Source: an optimization exercise on an open RTL-to-GDS flow (aim: small area). Production flows keep margins and buffers that such runs may drop. Function was checked by simulation only, so behaviour that the tests miss may differ from the original.

==> flow/design.v, too long to show whole: its modules and the start of the top module <==
// module convolutional_layer_1: 4375 lines
// module fa_cell: 4 lines
// module ha_cell: 4 lines
module convolutional_layer_1 (
  input signed [7:0] in,
  input clk, en,
  output signed [191:0] out
);
  // ...
==> flow/flow/run.sh <==
#!/bin/bash
# Standard synthesis, then the standard layout with small port buffers.
set -e
bash standard.sh synth > synth.log 2>&1
bash standard.sh BUFFER_PORTS_ARGS="-buffer_cell sky130_fd_sc_hd__buf_1" finish > layout.log 2>&1
==> flow/standard.sh <==
#!/bin/bash
# synth_recipe.tcl (not shown) runs the flow's synth.tcl, then flattens the netlist and writes it again
# the make line also repeats each setting of config.mk as NAME=value (left out here)
make -C /OpenROAD-flow-scripts/flow DESIGN_CONFIG=/design/flow/config.mk WORK_HOME=/design/flow/orfs CLKGATE_MAP_FILE= SYNTH_SCRIPT=/design/flow/synth_recipe.tcl "${@:-finish}"
==> flow/config.mk <==
export PLATFORM = sky130hd
export DESIGN_NAME = convolutional_layer_1
export DESIGN_NICKNAME = convolutional_layer_1
export VERILOG_FILES = /design/flow/design.v
export SDC_FILE = /design/flow/constraint.sdc
export NUM_CORES = 8
export LEC_CHECK = 0
export CAP_MARGIN = 20
export CORE_MARGIN = 2
export CORE_UTILIZATION = 55
export CTS_BUF_LIST = sky130_fd_sc_hd__clkbuf_16
export CTS_CLUSTER_DIAMETER = 70
export CTS_CLUSTER_SIZE = 30
export SLEW_MARGIN = 20
export SYNTH_HIERARCHICAL = 1
export SYNTH_MINIMUM_KEEP_SIZE = 0
==> flow/constraint.sdc <==
create_clock -name core_clock -period 18.0 [get_ports {clk}]
set_input_delay 3.6000 -clock core_clock [delete_from_list [all_inputs] [get_ports {clk}]]
set_output_delay 3.6000 -clock core_clock [all_outputs]
set_load 0.01 [all_outputs]
==> flow_metrics.env, run 1 <==
export IMPL_yosysUniqueCellTypes=16
export IMPL_num_nonclk_buffers=221
export IMPL_cts_buffer_depth=3
export IMPL_use_met1_pct=58.3
export IMPL_buffer_area_share_pct=1.69
export IMPL_ys_top_cells_by_count="fa_1 (1759), edfxtp_1 (1064), inv_1 (423)"
export IMPL_critPathBufInv=4
export IMPL_num_nonclk_inverters=423
export IMPL_wl_met1_microns=102000
export IMPL_rr_worst_depth=0
export IMPL_top_layer_used="met5"
export IMPL_period_needed_ns=17.77
export IMPL_drt_wirelength_per_cell_microns=51.1
export IMPL_clock_area_share_pct=3.20
export IMPL_max_freq_mhz=56.3
export IMPL_fillers=9043
export IMPL_seqCellArea_sq_um=32000
export IMPL_hpwl_microns=246000
export IMPL_area_growth_pct=7.83
export IMPL_hold_path_endpoint="u[38][1]"
export IMPL_num_vias=36800
export IMPL_hold_buffers=0
export IMPL_crit_slowest_cell="fa_1"
export IMPL_sh_seq_area_pct=41.2
export IMPL_drt_iter0_markers=5523
export IMPL_detail_route_antenna_nets=0
export IMPL_multiInputGateArea_sq_um=38000
export IMPL_hp_start="u[37][1]"
export IMPL_drc=0
export IMPL_crit_end="out[2]"
export IMPL_fin_crit_sh_pct=98.7
export IMPL_hold_viol=0
export IMPL_slew_headroom_pct=18.5
export IMPL_fin_area_sq_um=77600
export IMPL_totalWireLength_microns=290000
export IMPL_outcome="complete, no violations"
export IMPL_critPathLaunchType="flop"
export IMPL_vias_per_cell=6.49
export IMPL_initial_core_util_pct=55.5
export IMPL_ff2ff_setup_slack_ns=16.47
export IMPL_hold_slack_ns=0.400
export IMPL_synthMuxAreaShare_pct=0
==> run 2: changes to the inputs <==
--- a/flow/config.mk
+++ b/flow/config.mk
@@ -11,4 +11,4 @@
 export CTS_BUF_LIST = sky130_fd_sc_hd__clkbuf_16
-export CTS_CLUSTER_DIAMETER = 70
-export CTS_CLUSTER_SIZE = 30
+export CTS_CLUSTER_DIAMETER = 60
+export CTS_CLUSTER_SIZE = 35
 export SLEW_MARGIN = 20
==> run 2 against run 1 <==
Compared with the run above: critical path depth unchanged; critical path type unchanged; area after synthesis unchanged; still clean; non-clock buffer count unchanged; sequential cell count unchanged; die area unchanged.
==> flow_metrics.env, run 2 <==
export IMPL_htreeDepth=3
export IMPL_layout_common_cells="fa_1 (1758), edfxtp_1 (1064), inv_1 (428)"
export IMPL_grt_pass1_wl_microns=372000
export IMPL_drt_iter0_markers=5868
export IMPL_synthCells=3593
export IMPL_die_x_microns=366
export IMPL_end_kind="output pin"
export IMPL_hpwl_microns=246000
export IMPL_place_gp_congestion=1.13
export IMPL_clockRootBuffer="clkbuf_16"
export IMPL_ys_top_cells_by_count="fa_1 (1759), edfxtp_1 (1064), inv_1 (423)"
export IMPL_path_max_fanout=17
export IMPL_rsz0062_at_grt="no"
export IMPL_grt_pass1_vias=40100
export IMPL_crit_slowest_cell="fa_1"
export IMPL_yosys_area_top_type="fa_1"
export IMPL_cts_tree="yes"
export IMPL_die_area_sq_um=134000
export IMPL_yosysMostFrequentCell="fa_1"
export IMPL_totalWireLength_microns=288000
export IMPL_fin_crit_sh_pct=97.9
export IMPL_hold_buffers=0
export IMPL_synth_area_leaders="fa_1 (49%), edfxtp_1 (44%), ha_1 (2.5%)"
export IMPL_drive_above_1_share_pct=6.52
export IMPL_clkLatencyLatePin_ns=0.73
export IMPL_ys_warn_count=8
export IMPL_max_stage_delay_ns=0.85
export IMPL_async_flop_share_pct=0
export IMPL_ys_seq_area_share_pct=44.4
export IMPL_vias_per_cell=6.43
export IMPL_ios=202
export IMPL_cts_sinks=1064
export IMPL_fin_nets=5793
export IMPL_largest_reg_flops=1064
export IMPL_initial_core_util_pct=55.5
export IMPL_reg_top3="u x1064"
export IMPL_drt_first_pass_iters=6
export IMPL_crit_required_ns=14.40
export IMPL_synthFlopType="edfxtp_1"
export IMPL_num_vias=36600
export IMPL_antenna_found_initial=18
export IMPL_layout_commonest_cell="fa_1"
export IMPL_syn_area_per_cell_sq_um=20.0
export IMPL_grt_max_degree=208
export IMPL_detail_route_antenna_nets=0
export IMPL_period_needed_ns=17.62
export IMPL_fillers=9012
export IMPL_track_usage_pct=44.8
export IMPL_outcome="complete, no violations"
export IMPL_final_util_pct=60.1
export IMPL_yosysTopAreaCellShare_pct=48.9
export IMPL_netlist_area_sq_um=71900
export IMPL_worstHoldPathType="flop to flop"
export IMPL_hold_viol=0
export IMPL_die_h_microns=366
export IMPL_fin_tns_setup_ns=0
export IMPL_num_rows=132
export IMPL_cts_setup_buffers=0
export IMPL_finClkSkew_ns=0.105
export IMPL_worstMarginPinSlew_ns=1.23
export IMPL_cts_buffer_depth=3
export IMPL_clkTransAtPathRegs_ns=0.09
export IMPL_layout_cells_non_filler=5688
export IMPL_yosysUniqueCellTypes=16
export IMPL_regMostFlops="u"
export IMPL_numCtsBuffers=73
export IMPL_area_growth_pct=8.28
export IMPL_core_region_area_sq_um=130000
export IMPL_critPathLaunchType="flop"
export IMPL_drt_wirelength_per_cell_microns=50.7
export IMPL_synth_edff_count=1064
export IMPL_cap_violations=0
export IMPL_numPortBuffers=111
export IMPL_dp_cells=5549
export IMPL_drc=0
export IMPL_overflow=0
export IMPL_path_class="flop to output pin"
export IMPL_cp_arrival_ns=14.02
export IMPL_synth_seq_cells=1064
export IMPL_max_freq_mhz=56.8
export IMPL_setup_viol=0
export IMPL_drv_slew=0
export IMPL_slew_headroom_pct=17.7
export IMPL_cpMostUsedCell="fa_1"
[run 2: cell counts after synthesis]
No cell type changed its count.
[run 2: layout make-up]
| cell class | count | area, sq um | share of cell area (%) |
|---|---|---|---|
| repair buffers | 221 | 1310 | 1.68 |
| inverters | 423 | 1590 | 2.04 |
| flip-flops and latches | 1064 | 32000 | 41.0 |
| well taps | 1742 | 2180 | 2.80 |
| diodes | 3 | 7.51 | 0.00964 |
| multi-input cells | 2100 | 38000 | 48.8 |
| clock buffers | 73 | 1830 | 2.35 |
| clock inverters | 62 | 991 | 1.27 |
[run 2: path summary, 6_finish.rpt]
kind | start | endpoint | slack [ns] | cells past startpoint
hold reg to reg | u[30][1] | u[31][1] | 0.39 | 0
setup / recovery | u[4][0] | out[2] | 0.38 | 30
hold / removal | u[30][1] | u[31][1] | 0.39 | 0
setup reg to reg | u[97][3] | u[98][3] | 16.47 | 0
[run 2: per-module statistics from Yosys (local to each module, per instance)]
module	copies in the design	flip-flops and latches	cells inside	area, sq um
fa_cell	1759	0	1	20.0
ha_cell	141	0	1	12.5
convolutional_layer_1	1	1064	1693	35000
[run 2: cells by family (layout without fill, tap and decap cells)]
group         count (synthesis)  count (layout)  share of synthesized area (%)
fa+ha+maj                  1900            1900                           51.4
flops                      1064            1064                           44.4
buf+inv                     518             779                           3.19
simple gates                102             102                          0.875
xor+xnor                      8               8                          0.118
other cells                   1              93                        0.00521
[run 2: metal layers]
| metal | wire length, microns | up-vias | global-route usage [%] |
|---|---|---|---|
| li1 | - | 12100 | - |
| met1 | 102000 | 20300 | 58.4 |
| met2 | 123000 | 3318 | 62.8 |
| met3 | 43400 | 847 | 21.5 |
| met4 | 19200 | 22 | 23.3 |
| met5 | 173 | - | 0.254 |
[run 2: through the flow]
step	hold slack, ns	area [sq um]	setup slack (ns)
2_1_floorplan	0.400	72300	2.83
6_report	0.385	77900	0.383
5_1_grt	0.389	77900	0.197
3_5_place_dp	0.405	75000	1.07
4_1_cts	0.374	77900	0.287
3_3_place_gp	0.400	75000	1.21
[run 2: what timing repair did]
action / in CTS / in global routing
resized for setup: 0 / 1
endpoints found under the setup margin: 0 / 3
hold endpoints to repair: 0 / 0
[run 2: worst max-delay path, delay by kind of cell, from the launching register on]
kind	cells	cell delay, ns
fa+ha+maj	24	11.35
simple gates	1	0.19
xor+xnor	1	0.16
flops	1	0.75
buf+inv	4	0.79
==> run 3: changes to the inputs <==
--- a/flow/config.mk
+++ b/flow/config.mk
@@ -11,4 +11,4 @@
 export CTS_BUF_LIST = sky130_fd_sc_hd__clkbuf_16
-export CTS_CLUSTER_DIAMETER = 60
-export CTS_CLUSTER_SIZE = 35
+export CTS_CLUSTER_DIAMETER = 150
+export CTS_CLUSTER_SIZE = 25
 export SLEW_MARGIN = 20
==> run 3 against run 2 <==
Compared with the run above: still clean; critical path depth did not move; sequential cell count did not move; core utilization fell by 1.1 points; cell count fell by 1.3%; first-iteration DRC count fell by 0.20%; die area did not move; area after synthesis did not move; clock-buffer cell count fell by 23; synthesized cell count did not move; routed wire length rose by 0.60%; highest routed layer unchanged.
==> flow_metrics.env, run 3 <==
export IMPL_netlist_area_sq_um=71900
export IMPL_regMostFlops="u"
export IMPL_totalWireLength_microns=290000
export IMPL_vias_per_cell=6.51
export IMPL_synth_area_leaders="fa_1 (49%), edfxtp_1 (44%), ha_1 (2.5%)"
export IMPL_path_max_fanout=17
export IMPL_synth_seq_cells=1064
export IMPL_cts_setup_buffers=0
export IMPL_setup_viol=0
export IMPL_ys_seq_area_share_pct=44.4
export IMPL_die_h_microns=366
export IMPL_crit_required_ns=14.40
export IMPL_crit_start="u[4][0]"
export IMPL_core_region_area_sq_um=130000
export IMPL_num_rows=132
export IMPL_synthCells=3593
export IMPL_fin_crit_sh_pct=98.9
export IMPL_final_util_pct=59.0
export IMPL_yosys_area_top_type="fa_1"
export IMPL_numPortBuffers=111
export IMPL_largest_reg_flops=1064
export IMPL_hold_viol=0
export IMPL_ys_top_cells_by_count="fa_1 (1759), edfxtp_1 (1064), inv_1 (423)"
export IMPL_grt_max_degree=208
export IMPL_critPathLaunchType="flop"
export IMPL_hold_buffers=0
export IMPL_worstHoldPathType="flop to flop"
export IMPL_period_needed_ns=17.80
export IMPL_place_area_sq_um=75000
export IMPL_async_flop_share_pct=0
export IMPL_yosysMostFrequentCell="fa_1"
export IMPL_drt_iter0_markers=5856
export IMPL_slew_headroom_pct=20.0
export IMPL_yosysUniqueCellTypes=16
export IMPL_clockRootBuffer="clkbuf_16"
export IMPL_synthFlopType="edfxtp_1"
export IMPL_drt_wirelength_per_cell_microns=51.7
export IMPL_cp_arrival_ns=14.20
export IMPL_track_usage_pct=44.8
export IMPL_ctsResizeCount=0
export IMPL_layout_setup_ws_ns=0.195
export IMPL_ios=202
export IMPL_layout_common_cells="fa_1 (1759), edfxtp_1 (1064), inv_1 (425)"
export IMPL_cts_tree="yes"
export IMPL_detail_route_antenna_nets=0
export IMPL_overflow=0
export IMPL_drc=0
export IMPL_grt_pass1_vias=39800
export IMPL_hpwl_microns=246000
export IMPL_fin_tns_setup_ns=0
export IMPL_drive_above_1_share_pct=4.83
export IMPL_place_gp_congestion=1.13
export IMPL_grt_pass1_wl_microns=373000
export IMPL_cts_sinks=1064
export IMPL_rsz0062_at_grt="no"
export IMPL_ys_warn_count=8
export IMPL_fin_nets=5771
export IMPL_initial_core_util_pct=55.5
export IMPL_area_growth_pct=6.36
export IMPL_worstMarginPinSlew_ns=1.20
export IMPL_max_freq_mhz=56.2
export IMPL_numCtsBuffers=50
export IMPL_drv_slew=0
export IMPL_htreeDepth=2
export IMPL_cpMostUsedCell="fa_1"
export IMPL_antenna_found_initial=20
export IMPL_outcome="complete, no violations"
export IMPL_max_stage_delay_ns=0.99
export IMPL_cts_buffer_depth=3
export IMPL_die_area_sq_um=134000
export IMPL_num_vias=36500
export IMPL_syn_area_per_cell_sq_um=20.0
export IMPL_dpl_worst_slack_ns=1.07
export IMPL_path_class="flop to output pin"
export IMPL_hp_start="u[17][1]"
export IMPL_crit_slowest_cell="fa_1"
export IMPL_yosysTopAreaCellShare_pct=48.9
export IMPL_cap_violations=0
export IMPL_layout_commonest_cell="fa_1"
export IMPL_fin_area_sq_um=76500
export IMPL_synth_edff_count=1064
export IMPL_drt_first_pass_iters=5
export IMPL_reg_top3="u x1064"
export IMPL_die_x_microns=366
export IMPL_clkTransAtPathRegs_ns=0.11
export IMPL_worstReg2RegStart="u[67][4]"
export IMPL_end_kind="output pin"
export IMPL_clkLatencyLatePin_ns=0.71
export IMPL_finClkSkew_ns=0.0457
## run 3: critical path, delay by kind of cell (launching register included)
family                     cells  cell delay [ns]
buffers and inverters          4             0.78
and+or+nand+nor                1             0.19
xor gates and xnor gates       1             0.16
DFF                            1             0.74
adders and majority gates     24            11.56
## run 3: per-stage QoR
stage | std cells | hold WS, ns
floorplan | 3682 | 0.400
global placement | 5549 | 0.400
detailed placement | 5549 | 0.405
CTS | 5609 | 0.394
global route | 5611 | 0.400
finish | 5612 | 0.390
## run 3: logic make-up (layout without fill, tap and decap cells)
kind of cell / Yosys count / count (layout) / share of synthesized area (%)
adders and majority gates: 1900 / 1900 / 51.4
buffers and inverters: 518 / 705 / 3.19
xor gates and xnor gates: 8 / 8 / 0.118
and+or+nand+nor: 102 / 102 / 0.875
other: 1 / 91 / 0.00521
DFF: 1064 / 1064 / 44.4
## run 3: routing by layer
metal / part of all wire (%) / wire length, microns / GRT usage [%] / vias up
met2: 43 / 125000 / 63.3 / 3247
met3: 15 / 43200 / 21.3 / 847
met5: 0.063 / 184 / 0 / -
li1: - / - / - / 12000
met1: 35 / 102000 / 58.4 / 20400
met4: 6.6 / 19100 / 23.2 / 26
## run 3: Yosys stat by module, one instance, submodules excluded
module	flip-flops and latches	copies in the design
fa_cell	0	1759
ha_cell	0	141
convolutional_layer_1	1064	1
## run 3: final cells by class
cell class                      instances  area, sq um
Antenna cell                            1         2.50
Fill cell                            9173        53100
Multi-Input combinational cell       2100        38000
Sequential cell                      1064        32000
Timing Repair Buffer                  222         1340
Clock inverter                         10          165
Tap cell                             1742         2180
Inverter                              423         1590
Clock buffer                           50         1250
## run 3: final timing paths
kind,endpoint,slack (ns),depth (start not counted)
setup / recovery,out[2],0.20,30
hold / removal,u[18][1],0.39,0
setup reg to reg,u[68][4],16.46,0
hold reg to reg,u[18][1],0.39,0
==> run 4: changes to the inputs <==
--- a/flow/config.mk
+++ b/flow/config.mk
@@ -11,3 +11,3 @@
 export CTS_BUF_LIST = sky130_fd_sc_hd__clkbuf_16
-export CTS_CLUSTER_DIAMETER = 150
+export CTS_CLUSTER_DIAMETER = 100
 export CTS_CLUSTER_SIZE = 25
==> run 4 against run 3 <==
Compared with the run above: via count down 0.54%; sequential share of layout area about the same; die area unchanged; cell count up 0.16%; routed wire length down 0.39%; critical path depth unchanged; hold slack better by 0.016 ns; fmax up 0.95%; non-clock buffer count down 2; critical endpoint unchanged; largest cell class unchanged; highest routed layer unchanged.
==> flow_metrics.env, run 4 <==
export IMPL_cap_violations=0
export IMPL_synthCells=3593
export IMPL_yosys_area_top_type="fa_1"
export IMPL_drv_slew=0
export IMPL_hold_buffers=0
export IMPL_totalWireLength_microns=289000
export IMPL_hold_path_depth=0
export IMPL_clkLatencyLatePin_ns=0.71
export IMPL_hold_path_endpoint="u[71][5]"
export IMPL_overflow=0
export IMPL_hpwl_microns=246000
export IMPL_cts_sinks=1064
export IMPL_worstReg2RegEnd="u[68][4]"
export IMPL_critPathLaunchType="flop"
export IMPL_numCtsBuffers=53
export IMPL_die_h_microns=366
export IMPL_hp_start="u[70][5]"
export IMPL_die_x_microns=366
export IMPL_layout_common_cells="fa_1 (1758), edfxtp_1 (1064), inv_1 (423)"
export IMPL_finClkSkew_ns=0.0553
export IMPL_ff2ff_setup_slack_ns=16.51
export IMPL_yosysTopAreaCellShare_pct=48.9
export IMPL_period_needed_ns=17.64
export IMPL_synth_edff_count=1064
export IMPL_antenna_found_initial=16
export IMPL_crit_slowest_cell="fa_1"
export IMPL_netlist_area_sq_um=71900
export IMPL_num_vias=36300
export IMPL_rsz0062_at_grt="no"
export IMPL_largest_reg_flops=1064
export IMPL_fin_tns_setup_ns=0
export IMPL_async_flop_share_pct=0
export IMPL_worstHoldPathType="flop to flop"
export IMPL_initial_core_util_pct=55.5
export IMPL_area_growth_pct=6.45
export IMPL_detail_route_antenna_nets=0
export IMPL_yosysMostFrequentCell="fa_1"
export IMPL_cp_arrival_ns=14.04
export IMPL_place_gp_congestion=1.13
export IMPL_vias_per_cell=6.46
export IMPL_grt_max_degree=208
export IMPL_drive_above_1_share_pct=4.96
export IMPL_yosysUniqueCellTypes=16
export IMPL_drt_iter0_markers=5508
export IMPL_clockRootBuffer="clkbuf_16"
export IMPL_outcome="complete, no violations"
export IMPL_die_area_sq_um=134000
export IMPL_worstMarginPinSlew_ns=1.23
export IMPL_core_region_area_sq_um=130000
export IMPL_grt_pass1_wl_microns=372000
export IMPL_path_max_fanout=18
export IMPL_synthFlopType="edfxtp_1"
export IMPL_cts_tree="yes"
export IMPL_drt_first_pass_iters=5
export IMPL_num_rows=132
export IMPL_grt_pass1_vias=39800
export IMPL_ios=202
export IMPL_ys_top_cells_by_count="fa_1 (1759), edfxtp_1 (1064), inv_1 (423)"
export IMPL_regMostFlops="u"
export IMPL_setup_viol=0
export IMPL_htreeDepth=2
export IMPL_ys_seq_area_share_pct=44.4
export IMPL_fin_crit_sh_pct=98.0
export IMPL_ys_warn_count=8
export IMPL_layout_commonest_cell="fa_1"
export IMPL_numPortBuffers=111
export IMPL_synth_seq_cells=1064
export IMPL_reg_top3="u x1064"
export IMPL_max_freq_mhz=56.7
export IMPL_syn_area_per_cell_sq_um=20.0
export IMPL_rr_worst_depth=0
export IMPL_cts_buffer_depth=3
export IMPL_hold_viol=0
export IMPL_slew_headroom_pct=17.9
export IMPL_clkTransAtPathRegs_ns=0.10
export IMPL_crit_required_ns=14.40
export IMPL_cpMostUsedCell="fa_1"
export IMPL_end_kind="output pin"
export IMPL_fin_nets=5772
export IMPL_worstReg2RegStart="u[67][4]"
export IMPL_max_stage_delay_ns=0.89
export IMPL_track_usage_pct=44.7
export IMPL_drt_wirelength_per_cell_microns=51.4
export IMPL_path_class="flop to output pin"
export IMPL_drc=0
export IMPL_synth_area_leaders="fa_1 (49%), edfxtp_1 (44%), ha_1 (2.5%)"
[run 4: cell counts after synthesis]
Identical to the previous run, type by type.
[run 4: cells by family after synthesis]
logic type    synth area share, %
xor+xnor                    0.118
simple gates                0.875
other cells               0.00521
buf+inv                      3.19
fa+ha+maj                    51.4
flops                        44.4
[run 4: critical path: cells and delay by family (launching register included)]
| family | cells | cell delay [ns] |
|---|---|---|
| flip-flops | 1 | 0.75 |
| buffers and inverters | 4 | 0.81 |
| XOR/XNOR | 1 | 0.16 |
| adder cells (fa/ha/maj) | 24 | 11.37 |
| AND/OR/NAND/NOR | 1 | 0.19 |
[run 4: layout make-up]
type	count	area, sq um
timing repair buffer	220	1280
inverter	423	1590
multi-input combinational	2100	38000
sequential	1064	32000
tap	1742	2180
clock buffer	53	1330
fill	9157	53100
antenna	8	20.0
clock inverter	11	194
[run 4: worst max-delay path by stage]
stage,cells after the start,endpoint,startpoint,slack [ns]
2_1_floorplan,33,out[10],u[98][0],2.83
3_3_place_gp,30,out[4],u[4][0],1.21
3_5_place_dp,30,out[2],u[4][0],1.07
4_1_cts,30,out[2],u[4][0],0.32
5_1_grt,30,out[2],u[4][0],0.16
6_report,30,out[2],u[4][0],0.36
[run 4: layer usage]
metal	share of wire [%]	track usage [%]	routed length, microns
met4	6.5	22.7	18600
met5	0.12	1.31	342
met1	35	57.9	102000
met3	15	21.6	43100
met2	43	63.2	125000
[run 4: per-stage QoR]
stage,util [%],instance area (sq um),worst slack [ns],hold slack (ns),cells
finish,59.1,76600,0.363,0.407,5621
CTS,59.1,76600,0.319,0.405,5613
global placement,57.9,75000,1.21,0.400,5549
global route,59.1,76600,0.165,0.421,5614
floorplan,-,72300,2.83,0.400,3682
detailed placement,57.9,75000,1.07,0.405,5549
[run 4: repair_timing]
action / in CTS / in global routing
setup endpoints to repair: 0 / 2
gates resized for setup: 0 / 1
setup buffers: 0 / 0
[run 4: modules after synthesis, one instance, submodules excluded]
module / copies in the design / cells inside / flops+latches / cell area (sq um)
ha_cell: 141 / 1 / 0 / 12.5
convolutional_layer_1: 1 / 1693 / 1064 / 35000
fa_cell: 1759 / 1 / 0 / 20.0
==> run 5: changes to the inputs <==
==> flow/flow/run.sh (replaced) <==
#!/bin/bash
# Standard synthesis, then the standard layout with small port buffers.
set -e
bash standard.sh synth > synth.log 2>&1
bash standard.sh BUFFER_PORTS_ARGS="-buffer_cell sky130_fd_sc_hd__buf_1" GPL_KEEP_OVERFLOW=0 finish > layout.log 2>&1
==> run 5 against run 4 <==
Compared with the run above: still clean on timing, DRC and antenna; routed wire length grew 0.12%; cell count shrank 0.89%; area after synthesis unchanged; first-iteration DRC count shrank 3.4%; global-route usage up 0.21 points; hold slack better by 0.0023 ns; synthesized cell count unchanged.
==> flow_metrics.env, run 5 <==
export IMPL_synthCells=3593
export IMPL_yosysUniqueCellTypes=16
export IMPL_hold_buffers=0
export IMPL_reg_top3="u x1064"
export IMPL_num_rows=132
export IMPL_yosys_area_top_type="fa_1"
export IMPL_drt_iter0_markers=5318
export IMPL_worstHoldPathType="flop to flop"
export IMPL_place_gp_congestion=1.16
export IMPL_clkLatencyLatePin_ns=0.72
export IMPL_slew_headroom_pct=12.8
export IMPL_crit_slowest_cell="fa_1"
export IMPL_max_stage_delay_ns=0.93
export IMPL_hold_slack_ns=0.409
export IMPL_clockRootBuffer="clkbuf_16"
export IMPL_period_needed_ns=17.81
export IMPL_grt_pass1_wl_microns=373000
export IMPL_rsz0062_at_grt="no"
export IMPL_ys_warn_count=8
export IMPL_largest_reg_flops=1064
export IMPL_crit_required_ns=14.40
export IMPL_max_freq_mhz=56.1
export IMPL_totalWireLength_microns=289000
export IMPL_layout_commonest_cell="fa_1"
export IMPL_htreeDepth=2
export IMPL_core_region_area_sq_um=130000
export IMPL_area_growth_pct=6.87
export IMPL_clkTransAtPathRegs_ns=0.11
export IMPL_die_area_sq_um=134000
export IMPL_worstMarginPinSlew_ns=1.31
export IMPL_worstReg2RegEnd="u[1][5]"
export IMPL_worstReg2RegStart="u[0][5]"
export IMPL_track_usage_pct=44.9
export IMPL_critPathLaunchType="flop"
export IMPL_drc=0
export IMPL_fillers=9171
export IMPL_syn_area_per_cell_sq_um=20.0
export IMPL_detail_route_antenna_nets=0
export IMPL_synthFlopType="edfxtp_1"
export IMPL_num_vias=36200
export IMPL_die_h_microns=366
export IMPL_cts_buffer_depth=3
export IMPL_numPortBuffers=111
export IMPL_outcome="complete, no violations"
export IMPL_cp_arrival_ns=14.21
export IMPL_hold_path_endpoint="u[14][7]"
export IMPL_grt_max_degree=43
export IMPL_ys_seq_area_share_pct=44.4
export IMPL_netlist_area_sq_um=71900
export IMPL_fin_crit_sh_pct=98.9
export IMPL_yosysMostFrequentCell="fa_1"
export IMPL_regMostFlops="u"
export IMPL_drt_wirelength_per_cell_microns=51.9
export IMPL_use_met3_pct=19.5
export IMPL_use_met2_pct=63.0
export IMPL_synth_seq_cells=1064
export IMPL_yosysTopAreaCellShare_pct=48.9
export IMPL_path_class="flop to output pin"
export IMPL_drive_above_1_share_pct=3.74
export IMPL_numCtsBuffers=56
export IMPL_setup_viol=0
export IMPL_ios=202
export IMPL_hp_start="u[13][7]"
export IMPL_layout_common_cells="fa_1 (1757), edfxtp_1 (1064), inv_1 (423)"
export IMPL_vias_per_cell=6.51
export IMPL_hold_path_depth=0
export IMPL_synth_area_leaders="fa_1 (49%), edfxtp_1 (44%), ha_1 (2.5%)"
export IMPL_cap_violations=0
export IMPL_die_x_microns=366
export IMPL_fin_nets=5716
export IMPL_hold_viol=0
export IMPL_path_max_fanout=9
export IMPL_fin_tns_setup_ns=0
export IMPL_synth_edff_count=1064
export IMPL_end_kind="output pin"
export IMPL_initial_core_util_pct=55.5
export IMPL_cts_tree="yes"
export IMPL_cts_sinks=1064
export IMPL_dpl_worst_slack_ns=1.03
export IMPL_cpMostUsedCell="fa_1"
export IMPL_use_met1_pct=59.7
export IMPL_layout_setup_ws_ns=0.190
export IMPL_antenna_found_initial=28
export IMPL_rr_worst_depth=0
export IMPL_grt_pass1_vias=39600
export IMPL_ff2ff_setup_slack_ns=16.38
export IMPL_ys_top_cells_by_count="fa_1 (1759), edfxtp_1 (1064), inv_1 (423)"
export IMPL_overflow=0
export IMPL_async_flop_share_pct=0
export IMPL_final_util_pct=59.3
export IMPL_finClkSkew_ns=0.0386
export IMPL_hpwl_microns=247000
export IMPL_drv_slew=0
export IMPL_drt_first_pass_iters=5
export IMPL_grt_busiest_layer="met2"
## run 5: routing by layer
layer / vias up / part of all wire, %
met1: 20300 / 36
li1: 11900 / -
met2: 3180 / 43
met3: 824 / 14
met5: - / 0.052
met4: 22 / 6.8
## run 5: timing repair
| action | 4_1_cts | 5_1_grt |
|---|---|---|
| endpoints found under the hold margin | 0 | 0 |
| setup endpoints to repair | 0 | 7 |
| buffers inserted | 0 | 0 |
| gates resized for setup | 0 | 1 |
## run 5: metrics by stage
step           area, sq um  std cells
2_1_floorplan        72300       3682
3_3_place_gp         74200       5440
3_5_place_dp         75100       5488
4_1_cts              76800       5561
5_1_grt              76900       5564
6_report             76900       5571
## run 5: area by class of cell
| class | count | area (sq um) | area share [%] |
|---|---|---|---|
| well taps | 1742 | 2180 | 2.83 |
| clock buffers | 56 | 1400 | 1.82 |
| inverters | 423 | 1590 | 2.07 |
| repair buffers | 161 | 1390 | 1.80 |
| diodes | 8 | 20.0 | 0.0260 |
| multi-input cells | 2100 | 38100 | 49.5 |
| clock inverters | 17 | 300 | 0.391 |
| flip-flops and latches | 1064 | 32000 | 41.6 |
## run 5: critical path: cells and delay by family, from the launching register on
family,cells,cell delay [ns]
adder cells (fa/ha/maj),24,11.46
flip-flops,1,0.78
buffers and inverters,4,0.56
XOR/XNOR,1,0.46
AND/OR/NAND/NOR,1,0.17
## run 5: kinds of logic (layout without fill, tap and decap cells)
| family | count (synthesis) | in the layout | synth area share, % |
|---|---|---|---|
| adder cells (fa/ha/maj) | 1900 | 1900 | 51.4 |
| flip-flops | 1064 | 1064 | 44.4 |
| AND/OR/NAND/NOR | 102 | 102 | 0.875 |
| other | 1 | 98 | 0.00521 |
| XOR/XNOR | 8 | 8 | 0.118 |
| buffers and inverters | 518 | 657 | 3.19 |
## run 5: worst max-delay path by stage
stage,start,endpoint,depth (start not counted)
6_report,u[4][0],out[0],30
5_1_grt,u[4][0],out[0],30
4_1_cts,u[4][0],out[0],30
3_5_place_dp,u[4][0],out[0],30
3_3_place_gp,en,u[32][7],1
2_1_floorplan,u[98][0],out[10],33
## run 5: Yosys stat by module, one instance, submodules excluded
module,times used,flops+latches,cells inside,area (sq um)
convolutional_layer_1,1,1064,1693,35000
fa_cell,1759,0,1,20.0
ha_cell,141,0,1,12.5
==> run 6: changes to the inputs <==
==> flow/flow/run.sh (replaced) <==
#!/bin/bash
# Standard synthesis, then the standard layout with small port buffers.
set -e
bash standard.sh synth > synth.log 2>&1
bash standard.sh BUFFER_PORTS_ARGS="-buffer_cell sky130_fd_sc_hd__buf_1" finish > layout.log 2>&1
--- a/flow/config.mk
+++ b/flow/config.mk
@@ -10,5 +10,5 @@
 export CORE_UTILIZATION = 55
-export CTS_BUF_LIST = sky130_fd_sc_hd__clkbuf_16
-export CTS_CLUSTER_DIAMETER = 100
-export CTS_CLUSTER_SIZE = 25
+export CTS_BUF_LIST = sky130_fd_sc_hd__clkbuf_8
+export CTS_CLUSTER_DIAMETER = 80
+export CTS_CLUSTER_SIZE = 16
 export SLEW_MARGIN = 20
==> run 6 against run 5 <==
Compared with the run above: cell count rose by 1.7%; hold slack got worse by 0.039 ns; sequential share of layout area rose by 0.19 points; fmax rose by 0.52%; setup slack improved by 0.093 ns; cell area fell by 0.47%.
==> flow_metrics.env, run 6 <==
export IMPL_ys_top_cells_by_count="fa_1 (1759), edfxtp_1 (1064), inv_1 (423)"
export IMPL_max_stage_delay_ns=0.82
export IMPL_yosysMostFrequentCell="fa_1"
export IMPL_num_vias=36100
export IMPL_slew_headroom_pct=17.9
export IMPL_ys_warn_count=8
export IMPL_reg_top3="u x1064"
export IMPL_end_kind="output pin"
export IMPL_die_h_microns=366
export IMPL_cp_top_family="adder cells"
export IMPL_drt_first_pass_iters=7
export IMPL_yosysTopAreaCellShare_pct=48.9
export IMPL_clkLatencyLatePin_ns=0.85
export IMPL_max_freq_mhz=56.4
export IMPL_critPathLaunchType="flop"
export IMPL_fin_crit_sh_pct=98.4
export IMPL_layout_common_cells="fa_1 (1758), edfxtp_1 (1064), inv_1 (424)"
export IMPL_dpl_worst_slack_ns=1.07
export IMPL_yosys_area_top_type="fa_1"
export IMPL_antenna_found_initial=16
export IMPL_cpMostUsedCell="fa_1"
export IMPL_cts_tree="yes"
export IMPL_vias_per_cell=6.37
export IMPL_grt_pass1_vias=39800
export IMPL_outcome="complete, no violations"
export IMPL_layout_cells_non_filler=5663
export IMPL_syn_area_per_cell_sq_um=20.0
export IMPL_die_area_sq_um=134000
export IMPL_fin_nets=5804
export IMPL_drt_iter0_markers=5333
export IMPL_cts_setup_buffers=0
export IMPL_cp_arrival_ns=14.12
export IMPL_initial_core_util_pct=55.5
export IMPL_area_growth_pct=6.37
export IMPL_period_needed_ns=17.72
export IMPL_layout_setup_ws_ns=0.283
export IMPL_worstHoldPathType="flop to flop"
export IMPL_largest_reg_flops=1064
export IMPL_dp_cells=5549
export IMPL_numCtsBuffers=84
export IMPL_final_util_pct=59.0
export IMPL_detail_route_antenna_nets=0
export IMPL_hold_viol=0
export IMPL_worstMarginPinSlew_ns=1.23
export IMPL_synth_seq_cells=1064
export IMPL_ff2ff_setup_slack_ns=16.41
export IMPL_async_flop_share_pct=0
export IMPL_cts_buffer_depth=3
export IMPL_setup_viol=0
export IMPL_synthFlopType="edfxtp_1"
export IMPL_place_gp_congestion=1.13
export IMPL_overflow=0
export IMPL_hp_start="u[79][7]"
export IMPL_hold_path_endpoint="u[80][7]"
export IMPL_cts_sinks=1064
export IMPL_path_max_fanout=17
export IMPL_path_class="flop to output pin"
export IMPL_drc=0
export IMPL_synth_edff_count=1064
export IMPL_crit_required_ns=14.40
export IMPL_drt_wirelength_per_cell_microns=50.2
export IMPL_layout_commonest_cell="fa_1"
export IMPL_synth_area_leaders="fa_1 (49%), edfxtp_1 (44%), ha_1 (2.5%)"
export IMPL_critPathBufInv=4
export IMPL_fin_tns_setup_ns=0
export IMPL_hpwl_microns=246000
export IMPL_grt_max_degree=208
export IMPL_finClkSkew_ns=0.0615
export IMPL_num_rows=132
export IMPL_worstReg2RegEnd="u[68][4]"
export IMPL_clkTransAtPathRegs_ns=0.12
export IMPL_regMostFlops="u"
export IMPL_fin_area_sq_um=76500
export IMPL_drive_above_1_share_pct=5.93
export IMPL_ios=202
export IMPL_synthCells=3593
export IMPL_drv_slew=0
export IMPL_worstReg2RegStart="u[67][4]"
export IMPL_cap_violations=0
export IMPL_numPortBuffers=111
export IMPL_rr_worst_depth=0
export IMPL_ys_seq_area_share_pct=44.4
export IMPL_track_usage_pct=44.1
export IMPL_die_x_microns=366
export IMPL_hold_path_depth=0
export IMPL_rsz0062_at_grt="no"
export IMPL_totalWireLength_microns=284000
export IMPL_core_region_area_sq_um=130000
export IMPL_grt_pass1_wl_microns=366000
export IMPL_yosysUniqueCellTypes=16
export IMPL_netlist_area_sq_um=71900
export IMPL_clockRootBuffer="clkbuf_8"
export IMPL_crit_slowest_cell="fa_2"
export IMPL_place_area_sq_um=75000
export IMPL_htreeDepth=3
run 6: per-stage QoR:
stage	hold slack [ns]
after CTS	0.393
after detailed placement	0.405
after global routing	0.395
after floorplan	0.400
final	0.370
after global placement	0.400
run 6: how the worst max path moves through the flow:
stage / startpoint / end / slack [ns] / cells after the start
floorplan: u[98][0] / out[10] / 2.83 / 33
global placement: u[4][0] / out[4] / 1.21 / 30
detailed placement: u[4][0] / out[2] / 1.07 / 30
CTS: u[4][0] / out[2] / 0.16 / 30
global route: u[4][0] / out[2] / 0.05 / 30
finish: u[4][0] / out[2] / 0.28 / 30
run 6: Yosys stat by module (local to each module, per instance):
module | cells inside | times used | flops+latches | area, sq um
ha_cell | 1 | 141 | 0 | 12.5
fa_cell | 1 | 1759 | 0 | 20.0
convolutional_layer_1 | 1693 | 1 | 1064 | 35000
run 6: routing by layer:
metal  global-route usage (%)  vias to the layer above  wire [microns]
met4                     22.6                       18           18300
li1                         -                    12100               -
met2                     61.7                     3092          121000
met3                     22.6                      778           42900
met1                     56.8                    20200          101000
met5                        0                        -             382
run 6: layout make-up:
type / count / area, sq um
Antenna cell: 9 / 22.5
Timing Repair Buffer: 221 / 1310
Fill cell: 9169 / 53100
Clock buffer: 85 / 1170
Clock inverter: 19 / 264
Inverter: 423 / 1590
Tap cell: 1742 / 2180
Multi-Input combinational cell: 2100 / 38000
Sequential cell: 1064 / 32000
run 6: cell families (layout without fill, tap and decap cells):
family / Yosys count / count (layout) / share of synthesized area, %
adders and majority gates: 1900 / 1900 / 51.4
and+or+nand+nor: 102 / 102 / 0.875
other: 1 / 99 / 0.00521
buffers and inverters: 518 / 748 / 3.19
DFF: 1064 / 1064 / 44.4
xor gates and xnor gates: 8 / 8 / 0.118
run 6: what timing repair did:
| item | CTS | global route |
|---|---|---|
| hold buffers | 0 | 0 |
| resized for setup | 0 | 1 |
| setup endpoints to repair | 0 | 17 |
| endpoints found under the hold margin | 0 | 0 |

==> what the ideal ports hide <==
In the flow no input, the clock included, has a driving cell. The finished layouts below were timed again as built, in two steps.
Step 1 sets driving cells, clkbuf_16 on the clock port and buf_2 on the other inputs (assumed; they add their load-dependent delay and slew).
Step 2 also shifts input and output timing later by t, the mid clock arrival at the registers, as if the neighbouring blocks saw the same clock.
Three values: ideal ports, drivers, drivers and shift; two values: the first two.
| run | t (ns) | setup slack, ns | slew at the worst register clock pin (ns) | cell pins on the clock port's net |
|---|---|---|---|---|
| run 1 | 0.762 | 0.231 / 0.147 / 0.908 | 0.11 / 0.11 | 1 |
| run 2 | 0.761 | 0.383 / 0.301 / 1.062 | 0.12 / 0.12 | 1 |
| run 3 | 0.772 | 0.195 / 0.115 / 0.887 | 0.12 / 0.12 | 1 |
| run 4 | 0.764 | 0.363 / 0.280 / 1.044 | 0.11 / 0.11 | 1 |
| run 5 | 0.791 | 0.190 / 0.107 / 0.898 | 0.12 / 0.12 | 1 |
| run 6 | 0.890 | 0.283 / 0.203 / 1.093 | 0.12 / 0.12 | 1 |
After both steps setup and hold are still met in every run listed.
